Context: an optimization exercise on an open-source flow, tuned for small area, a short achievable clock period and few clock cycles. The choices shown serve that exercise and are no tape-out recipe.
The RTL was checked by simulation tests, not by an equivalence proof against the original design.
The clock port is modelled as an ideal driver; clocking choices that lean on that would not hold on a real chip.
Power figures rest on the tool's default switching activity, not on a simulated workload.

// mnist_conv
module mnist_conv (
    input  wire        clk,
    input  wire        reset,
    input  wire        start,
    output wire        done,
    input  wire [11:0] img_base,
    input  wire [11:0] krn_base,
    input  wire [11:0] dst_base,
    output wire [11:0] img_addr,
    input  wire [15:0] img_rdata,
    output wire [11:0] krn_addr,
    input  wire [15:0] krn_rdata,
    output wire [11:0] dst_addr,
    output wire [15:0] dst_wdata,
    output wire        dst_we
);
Size: ~1000 flip-flops, roughly 130 I/O pins, roughly 54000 um2 of cells after synthesis.
clock: 8.0 ns
lec_check: 0
abc_clock_period_in_ps: 3000
cap_margin: 20
core_margin: 2
core_utilization: 55
cts_cluster_diameter: 100
cts_cluster_size: 20
gpl_routability_driven: 0
slew_margin: 20
standard.sh (not shown) runs the stock make flow with config.mk's settings and CLKGATE_MAP_FILE= SYNTH_SCRIPT=/design/flow/synth_recipe.tcl, a recipe that flattens the netlist after the stock synthesis.
==> flow/flow/run.sh <==
#!/bin/bash
# The standard layout (standard.sh) with these changes:
#  * synthesis skips the early "abc -fast" pass inside Yosys's synth command
#    (synth -noabc).  That pass restructures the full-adder trees before
#    extract_fa runs and leaves many inverters between adder cells; without
#    it extract_fa maps the trees cleanly.  Registers (names, count and cell
#    types) are the same as the standard synthesis: the final abc mapping
#    and dfflibmap are unchanged.
set -euo pipefail
SETUP_MARGIN=5.25
here=$(pwd)
sed 's/yosys synth -nofsm -noshare {\*}\$args/yosys synth -nofsm -noshare -noabc {*}$args/' \
    synth_recipe.tcl > noabc_synth.tcl
grep -q -- '-noshare -noabc' noabc_synth.tcl
sed -e "s|SYNTH_SCRIPT=[^ ]*|SYNTH_SCRIPT=$here/noabc_synth.tcl SETUP_SLACK_MARGIN=$SETUP_MARGIN POST_RESIZE_TCL=$here/flow/post_resize.tcl POST_CTS_TCL=$here/flow/post_cts.tcl|" \
    standard.sh > standard_noabc.sh
grep -q "POST_CTS_TCL=$here/flow/post_cts.tcl" standard_noabc.sh
bash standard_noabc.sh > flow_make.log 2>&1
Other scripts of this flow, unchanged in this note and not shown: flow/flow/ff_drive.tcl, flow/flow/post_cts.tcl, flow/flow/post_resize.tcl
The starting point completed without violations.
Testbench counts at the start, summed over its fixed seeds: cycles 49,416.
Then changed:
Settings changed: CTS_CLUSTER_DIAMETER 100 to 120, CTS_CLUSTER_SIZE 20 to 24.
After rerunning: Worst hold slack stays flat; flip-flop and latch count is unchanged; wire length is about the same; global-route usage stays flat; area after synthesis stays the same; utilization went down by 0.39 points; worst setup slack stays flat; cell count went down by 0.37%; via count went down by 0.38%.
Then changed:
--- a/flow/flow/run.sh
+++ b/flow/flow/run.sh
@@ -10 +10 @@
-SETUP_MARGIN=5.25
+SETUP_MARGIN=5.3
=> The new run completed with no timing, DRC or antenna violations; cell area barely changes; area after synthesis is unchanged; core utilization rose by 0.13 points; sequential power barely changes; first-iteration DRC count grows by 1.9%; cell count stays flat; routed wire length stays flat; total power hardly moves; die area does not change.
Then changed:
--- a/flow/flow/run.sh
+++ b/flow/flow/run.sh
@@ -10 +10 @@
-SETUP_MARGIN=5.3
+SETUP_MARGIN=5.25
Settings changed: CTS_CLUSTER_DIAMETER 120 to 100, CTS_CLUSTER_SIZE 24 to 20, GPL_ROUTABILITY_DRIVEN 0 to default.
=> The changed run went through all stages and came out clean. Setup slack is better by 0.0031 ns. Cell area barely changes. Sequential cell count does not change. Clock power rises by about 8%. Routed wire length rises by about 1.2%. First-iteration DRC count drops by about 0.9%. Sequential share of layout area falls by 0.11 points. Total power goes up by 2.2%. Worst hold slack barely changes. Combinational power stays flat.

---

mnist_conv, a different RTL version from the one above (not shown whole).
Size in the first run: ~4,700 cells after synthesis, ~1,000 flip-flops, about 130 I/O pins.
==> flow/config.mk <==
export PLATFORM = sky130hd
export DESIGN_NAME = mnist_conv
export DESIGN_NICKNAME = mnist_conv
export VERILOG_FILES = /design/flow/design.v
export SDC_FILE = /design/flow/constraint.sdc
export NUM_CORES = 4
export LEC_CHECK = 0
export ABC_CLOCK_PERIOD_IN_PS = 3000
export CAP_MARGIN = 20
export CORE_MARGIN = 2
export CORE_UTILIZATION = 55
export CTS_CLUSTER_DIAMETER = 100
export CTS_CLUSTER_SIZE = 20
export SLEW_MARGIN = 20
==> flow/constraint.sdc <==
create_clock -name core_clock -period 8.0 [get_ports {clk}]
set_input_delay 1.6000 -clock core_clock [delete_from_list [all_inputs] [get_ports {clk}]]
set_output_delay 1.6000 -clock core_clock [all_outputs]
set_load 0.01 [all_outputs]
==> flow/flow/run.sh <==
#!/bin/bash
# The standard layout (standard.sh) with these changes:
#  * synthesis skips the early "abc -fast" pass inside Yosys's synth command
#    (synth -noabc).  That pass restructures the full-adder trees before
#    extract_fa runs and leaves many inverters between adder cells; without
#    it extract_fa maps the trees cleanly.  Registers (names, count and cell
#    types) are the same as the standard synthesis: the final abc mapping
#    and dfflibmap are unchanged.
set -euo pipefail
SETUP_MARGIN=5.25
here=$(pwd)
sed 's/yosys synth -nofsm -noshare {\*}\$args/yosys synth -nofsm -noshare -noabc {*}$args/' \
    synth_recipe.tcl > noabc_synth.tcl
grep -q -- '-noshare -noabc' noabc_synth.tcl
sed -e "s|SYNTH_SCRIPT=[^ ]*|SYNTH_SCRIPT=$here/noabc_synth.tcl SETUP_SLACK_MARGIN=$SETUP_MARGIN POST_RESIZE_TCL=$here/flow/post_resize.tcl POST_CTS_TCL=$here/flow/post_cts.tcl|" \
    standard.sh > standard_noabc.sh
grep -q "POST_CTS_TCL=$here/flow/post_cts.tcl" standard_noabc.sh
bash standard_noabc.sh > flow_make.log 2>&1
Other scripts of this flow, unchanged in this note and not shown: flow/flow/ff_drive.tcl, flow/flow/post_cts.tcl, flow/flow/post_resize.tcl
The first run passed the timing, design-rule and antenna checks.
Testbench counts at the start, summed over its fixed seeds: cycles 49,416.
Then changed:
--- a/flow/flow/run.sh
+++ b/flow/flow/run.sh
@@ -10 +10 @@
-SETUP_MARGIN=5.25
+SETUP_MARGIN=5.3
Cell area hardly moves. Utilization is about the same. Routed wire length stays flat. Register-to-register slack gets better by 80 ps. Worst setup slack hardly moves. Power barely changes. Global-route usage is about the same. Sequential cell count stays the same. Die area is unchanged. Final cell count hardly moves. Clock power barely changes.

[what the ideal ports hide]
Ports are ideal in the flow. The routed layouts listed here were re-timed in OpenROAD.
Step 1 assumes that a clkbuf_16 drives the clock port and a buf_2 every other input.
Step 2, shift: input delay + t, output delay - t, t = (earliest + latest rising clock arrival at the registers) / 2. This alone moves slack from input paths to output paths.
Three values: ideal ports, drivers, drivers and shift; two values: the first two.
run	t (ns)	slack for setup (ns)	worst slew at a driven data input, ns	pins driven straight from the clock port
the first run of note 1	0.778	5.210 / 5.134 / 5.085	0.07	1
the second run of note 1	0.767	5.212 / 5.136 / 5.085	0.07	1
the third run of note 1	0.766	5.209 / 5.133 / 5.089	0.07	1
the fourth run of note 1	0.778	5.212 / 5.142 / 5.064	0.06	1
the first run of note 2	0.768	5.210 / 5.134 / 4.723	0.07	1
the second run of note 2	0.768	5.210 / 5.135 / 4.725	0.07	1
After both steps every run listed still meets setup and hold. The setup slack of the first run of note 2, which loses most, moves by -0.076 ns with the drivers and by -0.487 ns with both steps.
